Source: an optimization exercise on an open RTL-to-GDS flow (aim: small area, a short achievable clock period and few clock cycles). Production flows keep margins and buffers that such runs may drop.
The RTL was checked by simulation tests, not by an equivalence proof against the original design.

==> flow/design.v <==
`timescale 1ns/1ns
module Controller(input clk, rst, start, compare, flag, output InitYin, InitW1, InitW2, InitB, InitFlag, InitAlpha, LdX1, LdX2, LdT, Select2, LdYin, LdFlag, LdAlphaT, LdW1, LdW2, LdB,ReadEn,Ready, output [1:0] Select1, Sel1, Sel2);
	reg initYin, initW1, initW2, initB, initFlag, initAlpha, ldX1, ldX2, ldT, select2, ldYin, ldFlag, ldAlphaT, ldW1, ldW2, ldB;
	reg [1:0] select1, sel1, sel2;
	reg [3:0] ns, ps;
	reg ldCnt, cntDown;
	reg readEn, ready;
	wire co;
	reg [7:0] Cout;
	always@(ps, start, co, compare, flag)begin
		ns = 4'b0;
		case(ps)
			4'b0000: begin
				ns = (start)? 4'b0001 : 4'b0000;
			  end
			4'b0001: begin
				ns = 4'b0010;
				end
			4'b0010: begin
				ns = 4'b0011;
				end
			4'b0011: begin
				ns = 4'b0100;
				end
			4'b0100: begin
				ns = 4'b0101;
				end
			4'b0101: begin
				ns = compare ? 4'b0110 : 4'b1010;
				end
			4'b0110: begin
				ns = 4'b0111;
				end
			4'b0111: begin
				ns = 4'b1000;
				end
			4'b1000: begin
				ns = 4'b1001;
				end
			4'b1001: begin
				ns = 4'b1010;
				end
			4'b1010: begin
				ns = (co == 0) ? 4'b0010 : 
				     (flag == 1) ? 4'b1011 : 
				     (flag == 0) ? 4'b0000 : 4'b1010;
				end
			4'b1011: begin
			  ns = 4'b0010;
			  end
			default: ns = 4'b0000;
		endcase
	end
	always@(ps)begin
		{initYin, initW1, initW2, initB, initFlag, ldCnt, initAlpha, ldX1, ldX2, ldT, cntDown, select2, ldYin, ldFlag, ldAlphaT, ldW1, ldW2, ldB} = 18'b0;
		readEn = 1'b0;
		ready = 1'b0;
		select1 = 2'b0;
		sel1 = 2'b0;
		sel2 = 2'b0;
		case(ps)
			4'b0000: begin
				ready = 1;
			  end
			4'b0001: begin
				initW1 = 1;
				initW2 = 1;
				initB = 1;
				initYin = 1;
				ldCnt = 1;
				initAlpha = 1;
				end
			4'b0010: begin
				ldX1 = 1;
				ldX2 = 1;
				ldT = 1;
				cntDown = 1;
				readEn = 1;
				end
			4'b0011: begin
				sel1 = 2'b00;
				sel2 = 2'b01;
				select1 = 2'b01;
				select2 = 1;
				ldYin = 1;
				end
			4'b0100: begin
				sel1 = 2'b01;
				sel2 = 2'b10;
				select1 = 2'b00;
				select2 = 1;
				ldYin = 1;
				end
			4'b0101: begin
				end
			4'b0110: begin
				sel1 = 2'b10;
				sel2 = 2'b0;
				ldAlphaT = 1;
				ldFlag = 1;
				end
			4'b0111: begin
				sel1 = 2'b11;
				sel2 = 2'b01;
				select2 = 1;
				select1 = 2'b10;
				ldW1 = 1;
				end
			4'b1000: begin
				sel1 = 2'b11;
				sel2 = 2'b10;
				select2 = 1;
				select1 = 2'b11;
				ldW2 = 1;
				end
			4'b1001: begin
				select2 = 0;
				select1 = 2'b01;
				ldB = 1;
				end
			4'b1010: begin
				end
			4'b1011: begin
			  ldCnt = 1;
			  initFlag = 1;
			  end
		endcase
	end
	always@(posedge clk,posedge rst)begin
		if(rst) ps <= 4'b0000;
		else ps <= ns;
	end
	always@(posedge clk, posedge rst)begin
	  if(rst)
	    Cout = 8'b11001000;
	  else begin
	    if(ldCnt) Cout <= 8'b11001000;
	    else if(cntDown) Cout <= Cout - 1;
	  end
  end
  assign co = ~|{Cout};
  assign InitYin = initYin;
  assign InitW1 = initW1;
  assign InitW2 = initW2;
  assign InitB = initB;
  assign InitFlag = initFlag;
  assign LdCnt = ldCnt;
  assign InitAlpha = initAlpha;
  assign LdX1 = ldX1;
  assign LdX2 = ldX2;
  assign LdT = ldT;
  assign CntDown = cntDown;
  assign Select1 = select1;
  assign Select2 = select2;
  assign LdYin = ldYin;
  assign LdFlag = ldFlag;
  assign LdAlphaT = ldAlphaT;
  assign LdW1 = ldW1;
  assign LdW2 = ldW2;
  assign LdB = ldB;
  assign Sel1 = sel1;
  assign Sel2 = sel2;
  assign ReadEn = readEn;
  assign Ready = ready;
endmodule
`timescale 1ns/1ns
module FlagReg(input clk,rst,loadData,initVal, output out);
  reg outData;
  assign out = outData;
  always@(posedge clk, posedge rst)begin
    if(rst) outData <= 1'b0;
    else
    begin
      if(initVal) outData <= 1'b0;
      else
    begin
    if (loadData) outData <= 1'b1;
    else outData <= outData;
    end
  end
  end
endmodule
`timescale 1ns/1ns
module Reg2bit(input clk,rst,loadData,initVal, input [1:0] inData, output[1:0] out);
  reg [1:0] outData;
  assign out = outData;
  always@(posedge clk, posedge rst)begin
    if(rst) outData <= 2'b0;
    else
    begin
      if(initVal) outData <= 2'b0;
      else
    begin
    if (loadData) outData <= inData;
    else outData <= outData;
    end
  end
  end
endmodule
`timescale 1ns/1ns
module Reg3bit(input clk,rst,loadData,initVal, input [2:0] inData, output[2:0] out);
  reg [2:0] outData;
  assign out = outData;
  always@(posedge clk, posedge rst)begin
    if(rst) outData <= 3'b0;
    else
    begin
      if(initVal) outData <= 3'b0;
      else
    begin
    if (loadData) outData <= inData;
    else outData <= outData;
    end
  end
  end
endmodule
`timescale 1ns/1ns
module Reg7bit(input clk,rst,loadData,initVal, input [6:0] inData, output[6:0] out);
  reg [6:0] outData;
  assign out = outData;
  always@(posedge clk, posedge rst)begin
    if(rst) outData <= 7'b0;
    else
    begin
      if(initVal) outData <= 7'b0;
      else
    begin
    if (loadData) outData <= inData;
    else outData <= outData;
    end
  end
  end
endmodule
`timescale 1ns/1ns
module Reg14bit(input clk,rst,loadData,initVal, input [13:0] inData, output[13:0] out);
  reg [13:0] outData;
  assign out = outData;
  always@(posedge clk, posedge rst)begin
    if(rst) outData <= 14'b0;
    else
    begin
      if(initVal) outData <= 14'b0;
      else
    begin
    if (loadData) outData <= inData;
    else outData <= outData;
    end
  end
  end
endmodule
`timescale 1ns/1ns
module Mux2to1(input select, input [13:0]in1,in2, output [13:0]MuxOut);
  assign MuxOut = ~select ? in1 : in2;
endmodule
`timescale 1ns/1ns
module Mux4to1(input [1:0]select, input [13:0]in1,in2,in3,in4, output [13:0]MuxOut);
  assign MuxOut = select==2'b00 ? in1 :
          select==2'b01 ? in2 :
          select==2'b10 ? in3 :
          select==2'b11 ? in4 : 14'bz;
endmodule
`timescale 1ns/1ns
module adder( input [13:0] op1, op2, output [13:0] result );
  assign result = op1 + op2;
endmodule
`timescale 1ns/1ns
module multiplier( input [13:0] op1, op2, output [13:0] result );
  wire [27:0] w;
  wire signed [13:0] operand1,operand2;
  assign operand1 = op1;
  assign operand2 = op2;
  assign w = operand1 * operand2;
  assign result = w[21:8];
endmodule
`timescale 1ns/1ns
module DataPath(input clk,rst, input [6:0] x1Data,x2Data, input [1:0] tData, input InitYin, InitW1, InitW2, InitB, InitFlag, InitAlpha, LdX1, LdX2, LdT, Select2, LdYin, LdFlag, LdAlphaT, LdW1, LdW2, LdB, input [1:0]  Select1, Sel1, Sel2, output compare, flag, output[1:0] signYin, output[13:0] w1,w2,b,Yin);
  wire [6:0] x1,x2;
  wire [1:0] t;
  wire [2:0] alpha,alphaT;
  wire [13:0] AddOut,MultOut,MultOp1,MultOp2,AddOp1,AddOp2;
  wire [13:0] castedT,castedAlphaT,castedAlpha,castedX1,castedX2;
  assign castedT = t[1] ? {4'b1111, t, 8'b0}: {4'b0, t, 8'b0};
  assign castedAlphaT = alphaT[2] ? {5'b11111, alphaT, 6'b0}: {5'b0, alphaT, 6'b0};
  assign castedAlpha = alpha[2] ? {5'b11111, alpha, 6'b0}: {5'b0, alpha, 6'b0};
  assign castedX1 = x1[6] ? {3'b111, x1, 4'b0}: {3'b0, x1, 4'b0};
  assign castedX2 = x2[6] ? {3'b111, x2, 4'b0}: {3'b0, x2, 4'b0};
  FlagReg FLAG(clk,rst,LdFlag,InitFlag, flag);
  Reg2bit T(clk,rst,LdT,1'b0,tData,t);
  Reg3bit ALPHA(clk,rst,InitAlpha,1'b0,3'b011, alpha);
  Reg3bit ALPHAT(clk,rst,LdAlphaT,1'b0,MultOut[8:6], alphaT);
  Reg7bit X1(clk,rst,LdX1,1'b0,x1Data, x1);
  Reg7bit X2(clk,rst,LdX2,1'b0,x2Data, x2);
  Reg14bit W1(clk,rst,LdW1,InitW1,AddOut, w1);
  Reg14bit W2(clk,rst,LdW2,InitW2,AddOut, w2);
  Reg14bit B (clk,rst,LdB,InitB,AddOut, b);
  Reg14bit YIN (clk,rst,LdYin,InitYin,AddOut, Yin);
  Mux4to1 MULTOP1(Sel1,w1,w2,castedT,castedAlphaT, MultOp1);
  Mux4to1 MULTOP2(Sel2,castedAlpha,castedX1,castedX2,14'b0, MultOp2);
  Mux4to1 ADDOP1(Select1,Yin,b,w1,w2, AddOp1);
  Mux2to1 ADDOP2(Select2,castedAlphaT,MultOut, AddOp2);
  multiplier MULTIPLIER(MultOp1,MultOp2, MultOut);
  adder ADDER(AddOp1,AddOp2, AddOut);
  assign compare = (Yin == 14'b0) ? 1 : (Yin[13] ^ t[1]);
  assign signYin = Yin[13] ? 2'b11 : 2'b01;  
endmodule
`timescale 1ns/1ns
module LearningMachine(input clk,rst, start, input [6:0] x1Data,x2Data, input [1:0] tData, output[1:0] signYin, output[13:0] w1,w2,b,Yin,output ReadEn, Ready);
  reg busy, rdEn, valid;
  reg xlast, flag;
  reg [7:0] cnt;      
  reg [6:0] x1, x2;
  reg [3:0] o1, o2;      
  reg [2:0] tw1, tw2;    
  reg t;
  reg [11:0] u1, u2;
  reg [7:0] v;
  reg [13:0] yReg;
  wire [13:0] ya, yb;
  wire [11:0] u1n, u2n;
  wire n1;
  wire n2;
  wire n3;
  wire n4;
  wire n5;
  wire n6;
  wire n7;
  wire n8;
  wire n9;
  wire n10;
  wire n11;
  wire n12;
  wire n13;
  wire n14;
  wire n15;
  wire n16;
  wire n17;
  wire n18;
  wire n19;
  wire n20;
  wire n21;
  wire n22;
  wire n23;
  wire n24;
  wire n25;
  wire n26;
  wire n27;
  wire n28;
  wire n29;
  wire n30;
  wire n31;
  wire n32;
  wire n33;
  wire n34;
  wire n35;
  wire n36;
  wire n37;
  wire n38;
  wire n39;
  wire n40;
  wire n41;
  wire n42;
  wire n43;
  wire n44;
  wire n45;
  wire n46;
  wire n47;
  wire n48;
  wire n49;
  wire n50;
  wire n51;
  wire n52;
  wire n53;
  wire n54;
  wire n55;
  wire n56;
  wire n57;
  wire n58;
  wire n59;
  wire n60;
  wire n61;
  wire n62;
  wire n63;
  wire n64;
  wire n65;
  wire n66;
  wire n67;
  wire n68;
  wire n69;
  wire n70;
  wire n71;
  wire n72;
  wire n73;
  wire n74;
  wire n75;
  wire n76;
  wire n77;
  wire n78;
  wire n79;
  wire n80;
  wire n81;
  wire n82;
  wire n83;
  wire n84;
  wire n85;
  wire n86;
  wire n87;
  wire n88;
  wire n89;
  wire n90;
  wire n91;
  wire n92;
  wire n93;
  wire n94;
  wire n95;
  wire n96;
  wire n97;
  wire n98;
  wire n99;
  wire t100;
  wire s101;
  wire c102;
  wire t103;
  wire s104;
  wire c105;
  wire s106;
  wire c107;
  wire t108;
  wire s109;
  wire c110;
  wire t111;
  wire s112;
  wire c113;
  wire t114;
  wire s115;
  wire c116;
  wire t117;
  wire s118;
  wire c119;
  wire s120;
  wire c121;
  wire t122;
  wire s123;
  wire c124;
  wire t125;
  wire s126;
  wire c127;
  wire t128;
  wire s129;
  wire c130;
  wire t131;
  wire s132;
  wire c133;
  wire t134;
  wire s135;
  wire c136;
  wire t137;
  wire s138;
  wire c139;
  wire t140;
  wire s141;
  wire c142;
  wire t143;
  wire s144;
  wire c145;
  wire t146;
  wire s147;
  wire c148;
  wire t149;
  wire s150;
  wire c151;
  wire t152;
  wire s153;
  wire c154;
  wire t155;
  wire s156;
  wire c157;
  wire t158;
  wire s159;
  wire c160;
  wire t161;
  wire s162;
  wire c163;
  wire t164;
  wire s165;
  wire c166;
  wire t167;
  wire s168;
  wire c169;
  wire t170;
  wire s171;
  wire c172;
  wire s173;
  wire c174;
  wire t175;
  wire s176;
  wire c177;
  wire t178;
  wire s179;
  wire c180;
  wire s181;
  wire c182;
  wire t183;
  wire s184;
  wire c185;
  wire s186;
  wire c187;
  wire t188;
  wire s189;
  wire c190;
  wire t191;
  wire s192;
  wire c193;
  wire t194;
  wire s195;
  wire c196;
  wire s197;
  wire c198;
  wire t199;
  wire s200;
  wire c201;
  wire t202;
  wire s203;
  wire c204;
  wire t205;
  wire s206;
  wire c207;
  wire t208;
  wire s209;
  wire c210;
  wire t211;
  wire s212;
  wire c213;
  wire t214;
  wire s215;
  wire c216;
  wire t217;
  wire s218;
  wire c219;
  wire t220;
  wire s221;
  wire c222;
  wire t223;
  wire s224;
  wire c225;
  wire t226;
  wire s227;
  wire c228;
  wire t229;
  wire s230;
  wire c231;
  wire t232;
  wire s233;
  wire c234;
  wire t235;
  wire s236;
  wire c237;
  wire t238;
  wire s239;
  wire c240;
  wire t241;
  wire s242;
  wire c243;
  wire t244;
  wire s245;
  wire c246;
  wire t247;
  wire s248;
  wire c249;
  wire t250;
  wire s251;
  wire c252;
  wire t253;
  wire s254;
  wire c255;
  wire t256;
  wire s257;
  wire c258;
  wire t259;
  wire s260;
  wire c261;
  wire t262;
  wire s263;
  wire c264;
  wire s265;
  wire c266;
  wire t267;
  wire s268;
  wire c269;
  wire t270;
  wire s271;
  wire c272;
  wire t273;
  wire s274;
  wire c275;
  wire t276;
  wire s277;
  wire c278;
  wire t279;
  wire s280;
  wire c281;
  wire t282;
  wire s283;
  wire c284;
  wire t285;
  wire s286;
  wire c287;
  wire t288;
  wire s289;
  wire c290;
  wire t291;
  wire s292;
  wire c293;
  wire t294;
  wire s295;
  wire c296;
  wire t297;
  wire s298;
  wire c299;
  wire t300;
  wire s301;
  wire c302;
  wire t303;
  wire s304;
  wire c305;
  wire s306;
  wire c307;
  wire t308;
  wire s309;
  wire c310;
  wire t311;
  wire s312;
  wire c313;
  wire t314;
  wire s315;
  wire c316;
  wire t317;
  wire s318;
  wire c319;
  wire t320;
  wire s321;
  wire c322;
  wire t323;
  wire s324;
  wire c325;
  wire t326;
  wire s327;
  wire c328;
  wire t329;
  wire s330;
  wire c331;
  wire t332;
  wire s333;
  wire c334;
  wire t335;
  wire s336;
  wire c337;
  wire t338;
  wire s339;
  wire c340;
  wire t341;
  wire s342;
  wire c343;
  wire t344;
  wire s345;
  wire c346;
  wire s347;
  wire c348;
  wire s349;
  wire c350;
  wire s351;
  wire c352;
  wire s353;
  wire c354;
  wire s355;
  wire c356;
  wire s357;
  wire c358;
  wire s359;
  wire c360;
  wire s361;
  wire c362;
  wire s363;
  wire c364;
  wire s365;
  wire c366;
  wire s367;
  wire c368;
  wire s369;
  wire c370;
  wire s371;
  wire c372;
  wire s373;
  wire c374;
  wire g375;
  wire g376;
  wire p377;
  wire g378;
  wire p379;
  wire g380;
  wire p381;
  wire g382;
  wire p383;
  wire g384;
  wire p385;
  wire g386;
  wire p387;
  wire i388;
  wire g389;
  wire g390;
  wire i391;
  wire i392;
  wire g393;
  wire p394;
  wire g395;
  wire p396;
  wire i397;
  wire i398;
  wire g399;
  wire p400;
  wire g401;
  wire p402;
  wire g403;
  wire i404;
  wire g405;
  wire i406;
  wire g407;
  wire g408;
  wire g409;
  wire p410;
  wire i411;
  wire i412;
  wire g413;
  wire p414;
  wire i415;
  wire g416;
  wire g417;
  wire g418;
  wire i419;
  wire g420;
  wire g421;
  wire i422;
  wire g423;
  wire y424;
  wire y425;
  wire y426;
  wire y427;
  wire y428;
  wire y429;
  wire y430;
  wire y431;
  wire y432;
  wire y433;
  wire y434;
  wire y435;
  wire y436;
  assign n1 = ((o1[0] & u1[0])) ^ x1[1];
  assign n2 = ((o1[0] & u1[1]) | (tw1[0] & u1[0])) ^ x1[1];
  assign n3 = ((o1[0] & u1[2]) | (tw1[0] & u1[1])) ^ x1[1];
  assign n4 = ((o1[0] & u1[3]) | (tw1[0] & u1[2])) ^ x1[1];
  assign n5 = ((o1[0] & u1[4]) | (tw1[0] & u1[3])) ^ x1[1];
  assign n6 = ((o1[0] & u1[5]) | (tw1[0] & u1[4])) ^ x1[1];
  assign n7 = ((o1[0] & u1[6]) | (tw1[0] & u1[5])) ^ x1[1];
  assign n8 = ((o1[0] & u1[7]) | (tw1[0] & u1[6])) ^ x1[1];
  assign n9 = ((o1[0] & u1[8]) | (tw1[0] & u1[7])) ^ x1[1];
  assign n10 = ((o1[0] & u1[9]) | (tw1[0] & u1[8])) ^ x1[1];
  assign n11 = ((o1[0] & u1[10]) | (tw1[0] & u1[9])) ^ x1[1];
  assign n12 = ((o1[0] & u1[11]) | (tw1[0] & u1[10])) ^ x1[1];
  assign n13 = ~(((o1[0] & u1[11]) | (tw1[0] & u1[11])) ^ x1[1]);
  assign n14 = ((o1[1] & u1[0])) ^ x1[3];
  assign n15 = ((o1[1] & u1[1]) | (tw1[1] & u1[0])) ^ x1[3];
  assign n16 = ((o1[1] & u1[2]) | (tw1[1] & u1[1])) ^ x1[3];
  assign n17 = ((o1[1] & u1[3]) | (tw1[1] & u1[2])) ^ x1[3];
  assign n18 = ((o1[1] & u1[4]) | (tw1[1] & u1[3])) ^ x1[3];
  assign n19 = ((o1[1] & u1[5]) | (tw1[1] & u1[4])) ^ x1[3];
  assign n20 = ((o1[1] & u1[6]) | (tw1[1] & u1[5])) ^ x1[3];
  assign n21 = ((o1[1] & u1[7]) | (tw1[1] & u1[6])) ^ x1[3];
  assign n22 = ((o1[1] & u1[8]) | (tw1[1] & u1[7])) ^ x1[3];
  assign n23 = ((o1[1] & u1[9]) | (tw1[1] & u1[8])) ^ x1[3];
  assign n24 = ((o1[1] & u1[10]) | (tw1[1] & u1[9])) ^ x1[3];
  assign n25 = ((o1[1] & u1[11]) | (tw1[1] & u1[10])) ^ x1[3];
  assign n26 = ~(((o1[1] & u1[11]) | (tw1[1] & u1[11])) ^ x1[3]);
  assign n27 = ((o1[2] & u1[0])) ^ x1[5];
  assign n28 = ((o1[2] & u1[1]) | (tw1[2] & u1[0])) ^ x1[5];
  assign n29 = ((o1[2] & u1[2]) | (tw1[2] & u1[1])) ^ x1[5];
  assign n30 = ((o1[2] & u1[3]) | (tw1[2] & u1[2])) ^ x1[5];
  assign n31 = ((o1[2] & u1[4]) | (tw1[2] & u1[3])) ^ x1[5];
  assign n32 = ((o1[2] & u1[5]) | (tw1[2] & u1[4])) ^ x1[5];
  assign n33 = ((o1[2] & u1[6]) | (tw1[2] & u1[5])) ^ x1[5];
  assign n34 = ((o1[2] & u1[7]) | (tw1[2] & u1[6])) ^ x1[5];
  assign n35 = ((o1[2] & u1[8]) | (tw1[2] & u1[7])) ^ x1[5];
  assign n36 = ((o1[2] & u1[9]) | (tw1[2] & u1[8])) ^ x1[5];
  assign n37 = ((o1[2] & u1[10]) | (tw1[2] & u1[9])) ^ x1[5];
  assign n38 = ((o1[2] & u1[11]) | (tw1[2] & u1[10])) ^ x1[5];
  assign n39 = (o1[3] & u1[0]);
  assign n40 = x1[6] & ~((o1[3] & u1[0]));
  assign n41 = ((o1[3] & u1[1])) ^ x1[6];
  assign n42 = ((o1[3] & u1[2])) ^ x1[6];
  assign n43 = ((o1[3] & u1[3])) ^ x1[6];
  assign n44 = ((o1[3] & u1[4])) ^ x1[6];
  assign n45 = ((o1[3] & u1[5])) ^ x1[6];
  assign n46 = ((o1[3] & u1[6])) ^ x1[6];
  assign n47 = ((o1[3] & u1[7])) ^ x1[6];
  assign n48 = ((o1[3] & u1[8])) ^ x1[6];
  assign n49 = ((o1[3] & u1[9])) ^ x1[6];
  assign n50 = n1 & x1[1] & n2;
  assign n51 = ((o2[0] & u2[0])) ^ x2[1];
  assign n52 = ((o2[0] & u2[1]) | (tw2[0] & u2[0])) ^ x2[1];
  assign n53 = ((o2[0] & u2[2]) | (tw2[0] & u2[1])) ^ x2[1];
  assign n54 = ((o2[0] & u2[3]) | (tw2[0] & u2[2])) ^ x2[1];
  assign n55 = ((o2[0] & u2[4]) | (tw2[0] & u2[3])) ^ x2[1];
  assign n56 = ((o2[0] & u2[5]) | (tw2[0] & u2[4])) ^ x2[1];
  assign n57 = ((o2[0] & u2[6]) | (tw2[0] & u2[5])) ^ x2[1];
  assign n58 = ((o2[0] & u2[7]) | (tw2[0] & u2[6])) ^ x2[1];
  assign n59 = ((o2[0] & u2[8]) | (tw2[0] & u2[7])) ^ x2[1];
  assign n60 = ((o2[0] & u2[9]) | (tw2[0] & u2[8])) ^ x2[1];
  assign n61 = ((o2[0] & u2[10]) | (tw2[0] & u2[9])) ^ x2[1];
  assign n62 = ((o2[0] & u2[11]) | (tw2[0] & u2[10])) ^ x2[1];
  assign n63 = ~(((o2[0] & u2[11]) | (tw2[0] & u2[11])) ^ x2[1]);
  assign n64 = ((o2[1] & u2[0])) ^ x2[3];
  assign n65 = ((o2[1] & u2[1]) | (tw2[1] & u2[0])) ^ x2[3];
  assign n66 = ((o2[1] & u2[2]) | (tw2[1] & u2[1])) ^ x2[3];
  assign n67 = ((o2[1] & u2[3]) | (tw2[1] & u2[2])) ^ x2[3];
  assign n68 = ((o2[1] & u2[4]) | (tw2[1] & u2[3])) ^ x2[3];
  assign n69 = ((o2[1] & u2[5]) | (tw2[1] & u2[4])) ^ x2[3];
  assign n70 = ((o2[1] & u2[6]) | (tw2[1] & u2[5])) ^ x2[3];
  assign n71 = ((o2[1] & u2[7]) | (tw2[1] & u2[6])) ^ x2[3];
  assign n72 = ((o2[1] & u2[8]) | (tw2[1] & u2[7])) ^ x2[3];
  assign n73 = ((o2[1] & u2[9]) | (tw2[1] & u2[8])) ^ x2[3];
  assign n74 = ((o2[1] & u2[10]) | (tw2[1] & u2[9])) ^ x2[3];
  assign n75 = ((o2[1] & u2[11]) | (tw2[1] & u2[10])) ^ x2[3];
  assign n76 = ~(((o2[1] & u2[11]) | (tw2[1] & u2[11])) ^ x2[3]);
  assign n77 = ((o2[2] & u2[0])) ^ x2[5];
  assign n78 = ((o2[2] & u2[1]) | (tw2[2] & u2[0])) ^ x2[5];
  assign n79 = ((o2[2] & u2[2]) | (tw2[2] & u2[1])) ^ x2[5];
  assign n80 = ((o2[2] & u2[3]) | (tw2[2] & u2[2])) ^ x2[5];
  assign n81 = ((o2[2] & u2[4]) | (tw2[2] & u2[3])) ^ x2[5];
  assign n82 = ((o2[2] & u2[5]) | (tw2[2] & u2[4])) ^ x2[5];
  assign n83 = ((o2[2] & u2[6]) | (tw2[2] & u2[5])) ^ x2[5];
  assign n84 = ((o2[2] & u2[7]) | (tw2[2] & u2[6])) ^ x2[5];
  assign n85 = ((o2[2] & u2[8]) | (tw2[2] & u2[7])) ^ x2[5];
  assign n86 = ((o2[2] & u2[9]) | (tw2[2] & u2[8])) ^ x2[5];
  assign n87 = ((o2[2] & u2[10]) | (tw2[2] & u2[9])) ^ x2[5];
  assign n88 = ((o2[2] & u2[11]) | (tw2[2] & u2[10])) ^ x2[5];
  assign n89 = ((o2[3] & u2[0])) ^ x2[6];
  assign n90 = ((o2[3] & u2[1])) ^ x2[6];
  assign n91 = ((o2[3] & u2[2])) ^ x2[6];
  assign n92 = ((o2[3] & u2[3])) ^ x2[6];
  assign n93 = ((o2[3] & u2[4])) ^ x2[6];
  assign n94 = ((o2[3] & u2[5])) ^ x2[6];
  assign n95 = ((o2[3] & u2[6])) ^ x2[6];
  assign n96 = ((o2[3] & u2[7])) ^ x2[6];
  assign n97 = ((o2[3] & u2[8])) ^ x2[6];
  assign n98 = ((o2[3] & u2[9])) ^ x2[6];
  assign n99 = n51 & x2[1] & n52;
  LM_x2 xt100(x1[3], x2[3], t100);
  LM_x2 xs101(t100, n3, s101);
  LM_mj mc102(x1[3], x2[3], n3, c102);
  LM_x2 xt103(x1[5], x2[5], t103);
  LM_x2 xs104(t103, n5, s104);
  LM_mj mc105(x1[5], x2[5], n5, c105);
  LM_ha hs106(n6, n17, s106, c107);
  LM_x2 xt108(x2[6], n7, t108);
  LM_x2 xs109(t108, n18, s109);
  LM_mj mc110(x2[6], n7, n18, c110);
  LM_x2 xt111(n29, n39, t111);
  LM_x2 xs112(t111, n57, s112);
  LM_mj mc113(n29, n39, n57, c113);
  LM_x2 xt114(n8, n19, t114);
  LM_x2 xs115(t114, n30, s115);
  LM_mj mc116(n8, n19, n30, c116);
  LM_x2 xt117(n40, n41, t117);
  LM_x2 xs118(t117, n58, s118);
  LM_mj mc119(n40, n41, n58, c119);
  LM_ha hs120(n69, n80, s120, c121);
  LM_x2 xt122(v[0], n9, t122);
  LM_x2 xs123(t122, n20, s123);
  LM_mj mc124(v[0], n9, n20, c124);
  LM_x2 xt125(n31, n42, t125);
  LM_x2 xs126(t125, n59, s126);
  LM_mj mc127(n31, n42, n59, c127);
  LM_x2 xt128(n70, n81, t128);
  LM_x2 xs129(t128, n91, s129);
  LM_mj mc130(n70, n81, n91, c130);
  LM_x2 xt131(v[1], n10, t131);
  LM_x2 xs132(t131, n21, s132);
  LM_mj mc133(v[1], n10, n21, c133);
  LM_x2 xt134(n32, n43, t134);
  LM_x2 xs135(t134, n60, s135);
  LM_mj mc136(n32, n43, n60, c136);
  LM_x2 xt137(n71, n82, t137);
  LM_x2 xs138(t137, n92, s138);
  LM_mj mc139(n71, n82, n92, c139);
  LM_x2 xt140(v[2], n11, t140);
  LM_x2 xs141(t140, n22, s141);
  LM_mj mc142(v[2], n11, n22, c142);
  LM_x2 xt143(n33, n44, t143);
  LM_x2 xs144(t143, n61, s144);
  LM_mj mc145(n33, n44, n61, c145);
  LM_x2 xt146(n72, n83, t146);
  LM_x2 xs147(t146, n93, s147);
  LM_mj mc148(n72, n83, n93, c148);
  LM_x2 xt149(v[3], n12, t149);
  LM_x2 xs150(t149, n23, s150);
  LM_mj mc151(v[3], n12, n23, c151);
  LM_x2 xt152(n34, n45, t152);
  LM_x2 xs153(t152, n62, s153);
  LM_mj mc154(n34, n45, n62, c154);
  LM_x2 xt155(n73, n84, t155);
  LM_x2 xs156(t155, n94, s156);
  LM_mj mc157(n73, n84, n94, c157);
  LM_x2 xt158(v[4], n13, t158);
  LM_x2 xs159(t158, n24, s159);
  LM_mj mc160(v[4], n13, n24, c160);
  LM_x2 xt161(n35, n46, t161);
  LM_x2 xs162(t161, n63, s162);
  LM_mj mc163(n35, n46, n63, c163);
  LM_x2 xt164(n74, n85, t164);
  LM_x2 xs165(t164, n95, s165);
  LM_mj mc166(n74, n85, n95, c166);
  LM_x2 xt167(1'b1, v[5], t167);
  LM_x2 xs168(t167, n25, s168);
  LM_mj mc169(1'b1, v[5], n25, c169);
  LM_x2 xt170(n36, n47, t170);
  LM_x2 xs171(t170, n75, s171);
  LM_mj mc172(n36, n47, n75, c172);
  LM_ha hs173(n86, n96, s173, c174);
  LM_x2 xt175(1'b1, v[6], t175);
  LM_x2 xs176(t175, n26, s176);
  LM_mj mc177(1'b1, v[6], n26, c177);
  LM_x2 xt178(n37, n48, t178);
  LM_x2 xs179(t178, n76, s179);
  LM_mj mc180(n37, n48, n76, c180);
  LM_ha hs181(n87, n97, s181, c182);
  LM_x2 xt183(v[7], n38, t183);
  LM_x2 xs184(t183, n49, s184);
  LM_mj mc185(v[7], n38, n49, c185);
  LM_ha hs186(n88, n98, s186, c187);
  LM_x2 xt188(n14, n50, t188);
  LM_x2 xs189(t188, n53, s189);
  LM_mj mc190(n14, n50, n53, c190);
  LM_x2 xt191(n4, n15, t191);
  LM_x2 xs192(t191, n54, s192);
  LM_mj mc193(n4, n15, n54, c193);
  LM_x2 xt194(n16, n27, t194);
  LM_x2 xs195(t194, n55, s195);
  LM_mj mc196(n16, n27, n55, c196);
  LM_ha hs197(n66, n77, s197, c198);
  LM_x2 xt199(n28, n56, t199);
  LM_x2 xs200(t199, n67, s200);
  LM_mj mc201(n28, n56, n67, c201);
  LM_x2 xt202(n78, s106, t202);
  LM_x2 xs203(t202, c105, s203);
  LM_mj mc204(n78, s106, c105, c204);
  LM_x2 xt205(n68, n79, t205);
  LM_x2 xs206(t205, n89, s206);
  LM_mj mc207(n68, n79, n89, c207);
  LM_x2 xt208(c107, s109, t208);
  LM_x2 xs209(t208, s112, s209);
  LM_mj mc210(c107, s109, s112, c210);
  LM_x2 xt211(n90, s120, t211);
  LM_x2 xs212(t211, c110, s212);
  LM_mj mc213(n90, s120, c110, c213);
  LM_x2 xt214(c113, s115, t214);
  LM_x2 xs215(t214, s118, s215);
  LM_mj mc216(c113, s115, s118, c216);
  LM_x2 xt217(c121, c116, t217);
  LM_x2 xs218(t217, c119, s218);
  LM_mj mc219(c121, c116, c119, c219);
  LM_x2 xt220(s123, s126, t220);
  LM_x2 xs221(t220, s129, s221);
  LM_mj mc222(s123, s126, s129, c222);
  LM_x2 xt223(c124, c127, t223);
  LM_x2 xs224(t223, c130, s224);
  LM_mj mc225(c124, c127, c130, c225);
  LM_x2 xt226(s132, s135, t226);
  LM_x2 xs227(t226, s138, s227);
  LM_mj mc228(s132, s135, s138, c228);
  LM_x2 xt229(c133, c136, t229);
  LM_x2 xs230(t229, c139, s230);
  LM_mj mc231(c133, c136, c139, c231);
  LM_x2 xt232(s141, s144, t232);
  LM_x2 xs233(t232, s147, s233);
  LM_mj mc234(s141, s144, s147, c234);
  LM_x2 xt235(c142, c145, t235);
  LM_x2 xs236(t235, c148, s236);
  LM_mj mc237(c142, c145, c148, c237);
  LM_x2 xt238(s150, s153, t238);
  LM_x2 xs239(t238, s156, s239);
  LM_mj mc240(s150, s153, s156, c240);
  LM_x2 xt241(c151, c154, t241);
  LM_x2 xs242(t241, c157, s242);
  LM_mj mc243(c151, c154, c157, c243);
  LM_x2 xt244(s159, s162, t244);
  LM_x2 xs245(t244, s165, s245);
  LM_mj mc246(s159, s162, s165, c246);
  LM_x2 xt247(s173, c160, t247);
  LM_x2 xs248(t247, c163, s248);
  LM_mj mc249(s173, c160, c163, c249);
  LM_x2 xt250(c166, s168, t250);
  LM_x2 xs251(t250, s171, s251);
  LM_mj mc252(c166, s168, s171, c252);
  LM_x2 xt253(c174, s181, t253);
  LM_x2 xs254(t253, c169, s254);
  LM_mj mc255(c174, s181, c169, c255);
  LM_x2 xt256(c172, s176, t256);
  LM_x2 xs257(t256, s179, s257);
  LM_mj mc258(c172, s176, s179, c258);
  LM_x2 xt259(t, c182, t259);
  LM_x2 xs260(t259, s186, s260);
  LM_mj mc261(t, c182, s186, c261);
  LM_x2 xt262(c177, c180, t262);
  LM_x2 xs263(t262, s184, s263);
  LM_mj mc264(c177, c180, s184, c264);
  LM_ha hs265(n64, n99, s265, c266);
  LM_x2 xt267(n65, c102, t267);
  LM_x2 xs268(t267, c190, s268);
  LM_mj mc269(n65, c102, c190, c269);
  LM_x2 xt270(s197, c193, t270);
  LM_x2 xs271(t270, s104, s271);
  LM_mj mc272(s197, c193, s104, c272);
  LM_x2 xt273(c198, c196, t273);
  LM_x2 xs274(t273, s200, s274);
  LM_mj mc275(c198, c196, s200, c275);
  LM_x2 xt276(c201, s206, t276);
  LM_x2 xs277(t276, c204, s277);
  LM_mj mc278(c201, s206, c204, c278);
  LM_x2 xt279(c207, s212, t279);
  LM_x2 xs280(t279, c210, s280);
  LM_mj mc281(c207, s212, c210, c281);
  LM_x2 xt282(c213, c216, t282);
  LM_x2 xs283(t282, s218, s283);
  LM_mj mc284(c213, c216, s218, c284);
  LM_x2 xt285(c219, c222, t285);
  LM_x2 xs286(t285, s224, s286);
  LM_mj mc287(c219, c222, s224, c287);
  LM_x2 xt288(c225, c228, t288);
  LM_x2 xs289(t288, s230, s289);
  LM_mj mc290(c225, c228, s230, c290);
  LM_x2 xt291(c231, c234, t291);
  LM_x2 xs292(t291, s236, s292);
  LM_mj mc293(c231, c234, s236, c293);
  LM_x2 xt294(c237, c240, t294);
  LM_x2 xs295(t294, s242, s295);
  LM_mj mc296(c237, c240, s242, c296);
  LM_x2 xt297(c243, c246, t297);
  LM_x2 xs298(t297, s248, s298);
  LM_mj mc299(c243, c246, s248, c299);
  LM_x2 xt300(c249, s254, t300);
  LM_x2 xs301(t300, c252, s301);
  LM_mj mc302(c249, s254, c252, c302);
  LM_x2 xt303(c255, s260, t303);
  LM_x2 xs304(t303, c258, s304);
  LM_mj mc305(c255, s260, c258, c305);
  LM_ha hs306(s265, s101, s306, c307);
  LM_x2 xt308(c266, s192, t308);
  LM_x2 xs309(t308, s268, s309);
  LM_mj mc310(c266, s192, s268, c310);
  LM_x2 xt311(s195, c269, t311);
  LM_x2 xs312(t311, s271, s312);
  LM_mj mc313(s195, c269, s271, c313);
  LM_x2 xt314(c272, s203, t314);
  LM_x2 xs315(t314, s274, s315);
  LM_mj mc316(c272, s203, s274, c316);
  LM_x2 xt317(c275, s209, t317);
  LM_x2 xs318(t317, s277, s318);
  LM_mj mc319(c275, s209, s277, c319);
  LM_x2 xt320(s215, c278, t320);
  LM_x2 xs321(t320, s280, s321);
  LM_mj mc322(s215, c278, s280, c322);
  LM_x2 xt323(s221, c281, t323);
  LM_x2 xs324(t323, s283, s324);
  LM_mj mc325(s221, c281, s283, c325);
  LM_x2 xt326(s227, c284, t326);
  LM_x2 xs327(t326, s286, s327);
  LM_mj mc328(s227, c284, s286, c328);
  LM_x2 xt329(s233, c287, t329);
  LM_x2 xs330(t329, s289, s330);
  LM_mj mc331(s233, c287, s289, c331);
  LM_x2 xt332(s239, c290, t332);
  LM_x2 xs333(t332, s292, s333);
  LM_mj mc334(s239, c290, s292, c334);
  LM_x2 xt335(s245, c293, t335);
  LM_x2 xs336(t335, s295, s336);
  LM_mj mc337(s245, c293, s295, c337);
  LM_x2 xt338(s251, c296, t338);
  LM_x2 xs339(t338, s298, s339);
  LM_mj mc340(s251, c296, s298, c340);
  LM_x2 xt341(s257, c299, t341);
  LM_x2 xs342(t341, s301, s342);
  LM_mj mc343(s257, c299, s301, c343);
  LM_x2 xt344(s263, c302, t344);
  LM_x2 xs345(t344, s304, s345);
  LM_mj mc346(s263, c302, s304, c346);
  assign ya = {c343, c340, c337, c334, c331, c328, c325, c322, c319, c316, c313, c310, c307, s306};
  assign yb = {s345, s342, s339, s336, s333, s330, s327, s324, s321, s318, s315, s312, s309, s189};
  LM_ha hs347(s306, s189, s347, c348);
  LM_ha hs349(c307, s309, s349, c350);
  LM_ha hs351(c310, s312, s351, c352);
  LM_ha hs353(c313, s315, s353, c354);
  LM_ha hs355(c316, s318, s355, c356);
  LM_ha hs357(c319, s321, s357, c358);
  LM_ha hs359(c322, s324, s359, c360);
  LM_ha hs361(c325, s327, s361, c362);
  LM_ha hs363(c328, s330, s363, c364);
  LM_ha hs365(c331, s333, s365, c366);
  LM_ha hs367(c334, s336, s367, c368);
  LM_ha hs369(c337, s339, s369, c370);
  LM_ha hs371(c340, s342, s371, c372);
  LM_ha hs373(c343, s345, s373, c374);
  LM_gi qg375(c350, s349, c348, g375);
  LM_gpi qg376(c354, s353, c352, s351, g376, p377);
  LM_gpi qg378(c358, s357, c356, s355, g378, p379);
  LM_gpi qg380(c362, s361, c360, s359, g380, p381);
  LM_gpi qg382(c366, s365, c364, s363, g382, p383);
  LM_gpi qg384(c370, s369, c368, s367, g384, p385);
  LM_gpi qg386(c374, s373, c372, s371, g386, p387);
  assign i388 = ~g375;
  LM_gi qg389(c352, s351, i388, g389);
  LM_go qg390(g376, p377, g375, g390);
  assign i391 = ~g378;
  assign i392 = ~p379;
  LM_gpi qg393(c360, s359, i391, i392, g393, p394);
  LM_gpo qg395(g380, p381, g378, p379, g395, p396);
  assign i397 = ~g382;
  assign i398 = ~p383;
  LM_gpi qg399(c368, s367, i397, i398, g399, p400);
  LM_gpo qg401(g384, p385, g382, p383, g401, p402);
  LM_gi qg403(c356, s355, g390, g403);
  assign i404 = ~g390;
  LM_go qg405(g378, p379, i404, g405);
  assign i406 = ~g390;
  LM_go qg407(g393, p394, i406, g407);
  LM_gi qg408(g395, p396, g390, g408);
  LM_gpi qg409(c372, s371, g401, p402, g409, p410);
  assign i411 = ~g401;
  assign i412 = ~p402;
  LM_gpo qg413(g386, p387, i411, i412, g413, p414);
  assign i415 = ~g408;
  LM_gi qg416(c364, s363, i415, g416);
  LM_go qg417(g382, p383, g408, g417);
  LM_go qg418(g399, p400, g408, g418);
  assign i419 = ~g408;
  LM_gi qg420(g401, p402, i419, g420);
  LM_go qg421(g409, p410, g408, g421);
  assign i422 = ~g408;
  LM_gi qg423(g413, p414, i422, g423);
  assign y424 = s349 ^ c348;
  assign y425 = s351 ^ ~g375;
  assign y426 = s353 ^ ~g389;
  assign y427 = s355 ^ g390;
  assign y428 = s357 ^ ~g403;
  assign y429 = s359 ^ g405;
  assign y430 = s361 ^ g407;
  assign y431 = s363 ^ ~g408;
  assign y432 = s365 ^ ~g416;
  assign y433 = s367 ^ g417;
  assign y434 = s369 ^ g418;
  assign y435 = s371 ^ ~g420;
  assign y436 = s373 ^ g421;
  assign yt = {y436, y435, y434, y433, y432, y431, y430, y429, y428, y427, y426, y425, y424, s347};
  wire [5:0] xl1 = x1[5:0] ^ {6{t}};
  wire xs1 = x1[6] ^ t;
  assign u1n = u1 + {4'd0, ~xs1, xs1, xl1} + {4'd0, ~xs1, xl1, t} + {4'b1111, 6'd0, t, 1'b0};
  wire [5:0] xl2 = x2[5:0] ^ {6{t}};
  wire xs2 = x2[6] ^ t;
  assign u2n = u2 + {4'd0, ~xs2, xs2, xl2} + {4'd0, ~xs2, xl2, t} + {4'b1111, 6'd0, t, 1'b0};
  wire [13:0] yt;    
  wire [13:0] y = {yt[13] ^ t, yt[12:0]};
  wire [13:0] zx = ya ^ yb ^ {ya[12:0] | yb[12:0], 1'b0} ^ {t, 13'd0};
  wire [3:0] zn;
  LM_nd4 zn0(~zx[3:0], zn[0]);
  LM_nd4 zn1(~zx[7:4], zn[1]);
  LM_nd4 zn2(~zx[11:8], zn[2]);
  LM_nd4 zn3({2'b11, ~zx[13:12]}, zn[3]);
  wire yzero;
  LM_nr4 zr(zn, yzero);
  wire mis = yzero | yt[13];
  wire upd = valid & mis;
  wire clr = ~busy & start;
  wire [7:0] vn = v + {{6{t}}, ~t, 1'b1};    
  wire last = (cnt == 8'd14);
  function [6:0] booth(input [6:0] x);
    reg [8:0] e;
    integer i;
    begin
      e = {x[6], x, 1'b0};
      for (i = 0; i < 4; i = i + 1)
        booth[i] = e[2*i+1] ^ e[2*i];
      for (i = 0; i < 3; i = i + 1)
        booth[4+i] = (e[2*i+2] & ~e[2*i+1] & ~e[2*i]) | (~e[2*i+2] & e[2*i+1] & e[2*i]);
    end
  endfunction
  wire [6:0] bd1 = booth(x1Data);
  wire [6:0] bd2 = booth(x2Data);
  always @(posedge clk) begin
    x1 <= x1Data; x2 <= x2Data; t <= tData[1];
    o1 <= bd1[3:0]; tw1 <= bd1[6:4];
    o2 <= bd2[3:0]; tw2 <= bd2[6:4];
  end
  always @(posedge clk) begin
    if (!busy) begin
      xlast <= 1'b0; flag <= 1'b0; cnt <= 8'd1;
    end else begin
      if (rdEn) begin
        xlast <= last;
        cnt <= last ? 8'd1 : {cnt[6:0], cnt[7] ^ cnt[5] ^ cnt[4] ^ cnt[3]};
      end
      if (rdEn && last) flag <= 1'b0;
      else if (upd && !xlast) flag <= 1'b1;
    end
  end
  always @(posedge clk, posedge rst) begin
    if (rst) begin
      busy <= 1'b0; rdEn <= 1'b0; valid <= 1'b0;
      u1 <= 12'd0; u2 <= 12'd0; v <= 8'd0; yReg <= 14'd0;
    end else begin
      if (valid) yReg <= y;
      u1 <= upd ? u1n : u1 & {12{~clr}};
      u2 <= upd ? u2n : u2 & {12{~clr}};
      v <= upd ? vn : v & {8{~clr}};
      if (!busy) begin
        if (start) begin
          busy <= 1'b1; rdEn <= 1'b1; valid <= 1'b0;
        end
      end else begin
        valid <= rdEn;
        if (rdEn && last) begin
          rdEn <= flag | upd;
        end else if (!rdEn && xlast && valid) begin
          rdEn <= mis;
          busy <= mis;
        end
      end
    end
  end
  assign w1 = {u1, 2'b00};
  assign w2 = {u2, 2'b00};
  assign b = {v, 6'b0};
  assign Yin = yReg;
  assign signYin = {yReg[13], 1'b1};
  assign ReadEn = rdEn;
  assign Ready = ~busy;
endmodule
module LM_nd4(input [3:0] a, output y);
  assign y = ~&a;
endmodule
module LM_nr4(input [3:0] a, output y);
  assign y = ~|a;
endmodule
module LM_gpi(input gh, ph, gl, pl, output gn, pn);
  assign gn = ~(gh | (ph & gl));
  assign pn = ~(ph & pl);
endmodule
module LM_gi(input gh, ph, gl, output gn);
  assign gn = ~(gh | (ph & gl));
endmodule
module LM_gpo(input ghn, phn, gln, pln, output g, p);
  assign g = ~(ghn & (phn | gln));
  assign p = ~(phn | pln);
endmodule
module LM_go(input ghn, phn, gln, output g);
  assign g = ~(ghn & (phn | gln));
endmodule
module LM_x2(input a, b, output y);
  assign y = a ^ b;
endmodule
module LM_mj(input a, b, c, output y);
  assign y = (a & b) | (a & c) | (b & c);
endmodule
module LM_fa(input a, b, c, output s, co);
  assign s = a ^ b ^ c;
  assign co = (a & b) | (a & c) | (b & c);
endmodule
module LM_ha(input a, b, output s, co);
  assign s = a ^ b;
  assign co = a & b;
endmodule
module LM_gp(input gh, ph, gl, pl, output g, p);
  assign g = gh | (ph & gl);
  assign p = ph & pl;
endmodule
module LM_g(input gh, ph, gl, output g);
  assign g = gh | (ph & gl);
endmodule
==> flow/flow/run.sh <==
#!/bin/bash
set -euo pipefail
bash standard.sh SETUP_SLACK_MARGIN=7.5 'BUFFER_PORTS_ARGS=-buffer_cell sky130_fd_sc_hd__buf_1' finish > standard_make.log 2>&1
==> flow/standard.sh <==
#!/bin/bash
# synth_recipe.tcl (not shown) runs the flow's synth.tcl, then flattens the netlist and writes it again
# the make line also repeats each setting of config.mk as NAME=value (left out here)
make -C /OpenROAD-flow-scripts/flow DESIGN_CONFIG=/design/flow/config.mk WORK_HOME=/design/flow/orfs CLKGATE_MAP_FILE= SYNTH_SCRIPT=/design/flow/synth_recipe.tcl "${@:-finish}"
==> flow/config.mk <==
export PLATFORM = sky130hd
export DESIGN_NAME = LearningMachine
export DESIGN_NICKNAME = LearningMachine
export VERILOG_FILES = /design/flow/design.v
export SDC_FILE = /design/flow/constraint.sdc
export NUM_CORES = 4
export LEC_CHECK = 0
export ABC_CLOCK_PERIOD_IN_PS = 5000
export CAP_MARGIN = 20
export CORE_MARGIN = 2
export CORE_UTILIZATION = 40
export SETUP_SLACK_MARGIN = 5
export SLEW_MARGIN = 20
export SYNTH_HIERARCHICAL = 1
export SYNTH_MINIMUM_KEEP_SIZE = 0
==> flow/constraint.sdc <==
create_clock -name core_clock -period 12.0 [get_ports {clk}]
set_input_delay 2.4000 -clock core_clock [delete_from_list [all_inputs] [get_ports {clk}]]
set_output_delay 2.4000 -clock core_clock [all_outputs]
set_load 0.01 [all_outputs]
==> summary.txt <==
==> routing by layer <==
metal	vias up	global-route usage, %	wire, um
met5	-	0	0
met4	0	5.37	367
met3	24	3.31	1070
met2	166	31.9	12100
met1	3755	24.0	11100
li1	3808	-	-
==> flip-flops by register name, summed over array words and instances (netlist names), 3 cells and up <==
register and flops:
o2 4, o1 4, u2 12, tw1 3, tw2 3, x1 6, yReg 14, x2 6
v 8, cnt 8, u1 12
==> Yosys stat by module, one instance, submodules excluded, excerpt <==
| module | copies in the design | flops+latches | cells | area [um^2] |
|---|---|---|---|---|
| LM_go | 6 | 0 | 1 | 5.00 |
| LearningMachine | 1 | 86 | 793 | 6780 |
| LM_gpo | 2 | 0 | 2 | 12.5 |
| LM_mj | 72 | 0 | 1 | 11.3 |
| LM_gpi | 8 | 0 | 2 | 12.5 |
| LM_nr4 | 1 | 0 | 1 | 12.5 |
==> stage by stage <==
stage               cells  hold WS [ns]
global placement     1404         0.465
finish               1525         0.505
global route         1525         0.526
CTS                  1442         0.486
floorplan            1093         0.442
detailed placement   1404         0.471
==> kinds of logic after synthesis <==
kind of cell / count (synthesis) / synth area share, %
flip-flops: 86 / 20.8
AO/OA/AOI/OAI: 192 / 13.3
AND/OR/NAND/NOR: 165 / 8.15
multiplexers: 15 / 1.69
adder cells (fa/ha/maj): 146 / 19.4
buffers and inverters: 152 / 6.62
other: 2 / 0.0794
XOR/XNOR: 320 / 29.9
==> what timing repair did <==
item / 4_1_cts / 5_1_grt
gates resized for setup: 56 / 120
endpoints found under the setup margin: 36 / 34
gates cloned: 0 / 3
buffers inserted: 23 / 79
pin swaps: 14 / 86
==> area by class of cell <==
class	instances	area [um^2]	area share, %
Tap cell	319	399	3.40
Clock buffer	11	254	2.16
Sequential cell	86	2050	17.5
Multi-Input combinational cell	855	7520	64.1
Clock inverter	4	55.1	0.469
Inverter	73	274	2.33
Timing Repair Buffer	177	1190	10.1
==> synth_stat cells, types with 2 or more instances <==
cell type,number
o21ai_0,49
a21o_1,3
o21bai_1,6
o21ai_1,7
nor2_1,33
a211oi_2,2
o21ai_2,2
a31oi_1,4
xor2_1,197
a21oi_1,30
buf_1,12
buf_2,2
a41oi_1,2
xnor2_1,121
a21oi_2,14
inv_1,72
ha_1,61
mux2i_1,7
or3_1,2
clkbuf_1,52
dfxtp_1,37
nand4_1,5
nand3b_1,3
buf_4,12
fa_1,13
a22oi_1,66
mux2_2,8
conb_1,2
maj3_2,72
nand2b_1,8
o21a_1,2
nor3_1,2
nand3_1,32
nand2_1,65
dfrtp_1,49
nor2b_1,8
==> how the worst min path moves through the flow <==
stage	start	endpoint	slack, ns	cells past startpoint
2_1_floorplan	flag	flag	0.44	2
3_3_place_gp	flag	flag	0.46	2
3_5_place_dp	flag	flag	0.47	2
4_1_cts	flag	flag	0.49	2
5_1_grt	yReg[5]	yReg[5]	0.53	1
6_report	yReg[5]	yReg[5]	0.50	1
==> critical path, delay by kind of cell (launching register included) <==
kind / cells / cell delay [ns]
XOR/XNOR: 6 / 1.20
AO/OA/AOI/OAI: 7 / 1.00
adder cells (fa/ha/maj): 3 / 0.98
flip-flops: 1 / 0.46
buffers and inverters: 3 / 0.45
AND/OR/NAND/NOR: 3 / 0.30
==> key figures <==
Yosys
  • Syn Inst Count: 1,078
  • Yosys reg bits: 86
  • Distinct cell type count after synthesis: 52
  • Mapped cell area: 0.00946 mm^2
  • Async SR Flop Fraction: 57.0%
  • Synth Flop Type: dfrtp_1
  • Mean Syn Cell Area: 8.77 um^2
  • Largest cells by area after synthesis: xor2_1 (18%), dfrtp_1 (13%), xnor2_1 (11%), maj3_2 (8.6%), ha_1 (8.1%)
  • Yosys top cell by area: xor2_1
  • Part of the Yosys area used for sequential elements: 20.8%
  • Top-area cell type share of the netlist area: 18.2%
  • Post-synth EDFFs: 0
  • Yosys warns: 8

Critical path
  • Reg-to-Reg Start: u2[9]
  • WP data arrival: 4.74 ns
  • Critical Path End Type: flip-flop
  • Worst path slowest cell: dfrtp_2
  • CP required: 12.27 ns
  • Max incr delay on CP: 0.46 ns
  • Cells on worst reg2reg path: 22
  • Cells along the critical path: clkbuf_2 > a22oi_1 > xnor2_1 > maj3_2 > xor2_1 > xor2_2 > maj3_2 > xor2_2 > xor2_2 > ha_4 > nand2_1 > o21ai_2 > a21oi_2 > o21ai_2 > xor2_2 > buf_6 > nor2_4 > nor2b_2 > buf_6 > a21oi_4 > a31oi_1 > o21bai_1
  • Crit Path Class: reg -> reg
  • Reg-to-reg slack, setup: 7.54 ns
  • R2R Path End: u1[11]
  • Crit path top cell by count: xor2_2
  • Setup crit end: u1[11]
  • Worst-path maximum fanout: 6
  • Startpoint Class: flip-flop
  • Worst setup startpoint: u2[9]

Place
  • RD Place Congestion: 0.855
  • Place WS: 6.50 ns
  • Area post-placement: 0.00986 mm^2
  • Detailed placer's ending HPWL: 16,700 um
  • Buffers added on ports: 66

Cells and area
  • Post-layout nets: 1,295
  • Layout fillers: 2,183
  • Fin util: 50.3%
  • P&R area growth vs syn: 24.1%
  • Layout cells sized above 1: 29.9%
  • Most frequent cells in the layout: xor2_1 (165), xnor2_1 (107), buf_4 (91)
  • Ant. Diodes: 0
  • Commonest non-fill, non-tap cell in the layout: xor2_1
  • Final Cell Area: 0.0117 mm^2

STA
  • Max-Slew Margin vs Limit: 52.3%
  • Final setup fails: 0
  • Slew Viols, Final: 0
  • Final WS setup: 7.54 ns
  • Achievable Freq: 224 MHz
  • Post-layout min period: 4.46 ns
  • Final hold vios: 0
  • Final period util: 37.2%
  • Slew @ Worst Pin: 0.715 ns
  • Setup_tns: 0 ns
  • RSZ-0062 raised after global routing: true
  • Clock Skews: 0.0137 ns

Job
  • Max-Cap Viols: 0

GRT
  • Largest net degree at the start of global routing: 57
  • Initial antenna violation count: 0
  • Gr usage total: 18.6%
  • First-pass GRT wire length: 36,700 um
  • Grt ovf: 0
  • Vias in the first global route: 7,157

Clocking
  • CTS Hold Bufs: 0
  • Root buffer cell: clkbuf_16
  • H-tree Lvls: 3
  • CTS Buf Count: 9
  • Clk slew on worst S/H paths: 0.07 ns
  • Clk Latency, worst-skew pair: 0.36 ns
  • Clk sinks: 86
  • CTS tree: built
  • CTS max path bufs: 2

Routing
  • Drt total wl: 24,600 um
  • DR vias: 7,753
  • Via/cell ratio: 5.08
  • DRC: 0
  • ANT nets after route: 0
  • DR pass1 iterations: 5
  • 1st-iter DRT viols: 484
  • DR WL/cell: 16.1 um

Floorplan
  • Die W: 158 um
  • Die Ht: 158 um
  • Starting density of the core: 40.5%
  • Num ports: 79
  • Die ar.: 0.0249 mm^2
  • Core area: 0.0233 mm^2
  • FP Rows: 56

Hold path
  • HP Class: reg -> reg

Run status
  • Status: finished clean
Testbench counts, summed over its fixed seeds: cycles 145,544.

port drivers added, routing unchanged:
No port has a modelled driver above. Below, the same layout with a new extraction and two added sets of constraints.
Step 1 assumes that a clkbuf_16 drives the clock port and a buf_2 every other input.
Step 2 adds t to the input delays and takes it off the output delays; t is the mean of the earliest and latest rising clock arrival at the registers after step 1. Input paths then give back, and output paths get back, about the clock's delay inside the block.
Three values: no drivers, after step 1, after step 2; two values: the first two.
t, ns: 0.391
setup WS [ns]: 7.536 / 7.536 / 7.536
worst setup path after step 2: register to register
clock arrival spread, ns: 0.014 / 0.014
worst data-port slew with drivers (ns): 0.04
After both steps setup and hold are still met in this run. The setup slack of this run moves by 0.000 ns with the drivers and by 0.000 ns with both steps.
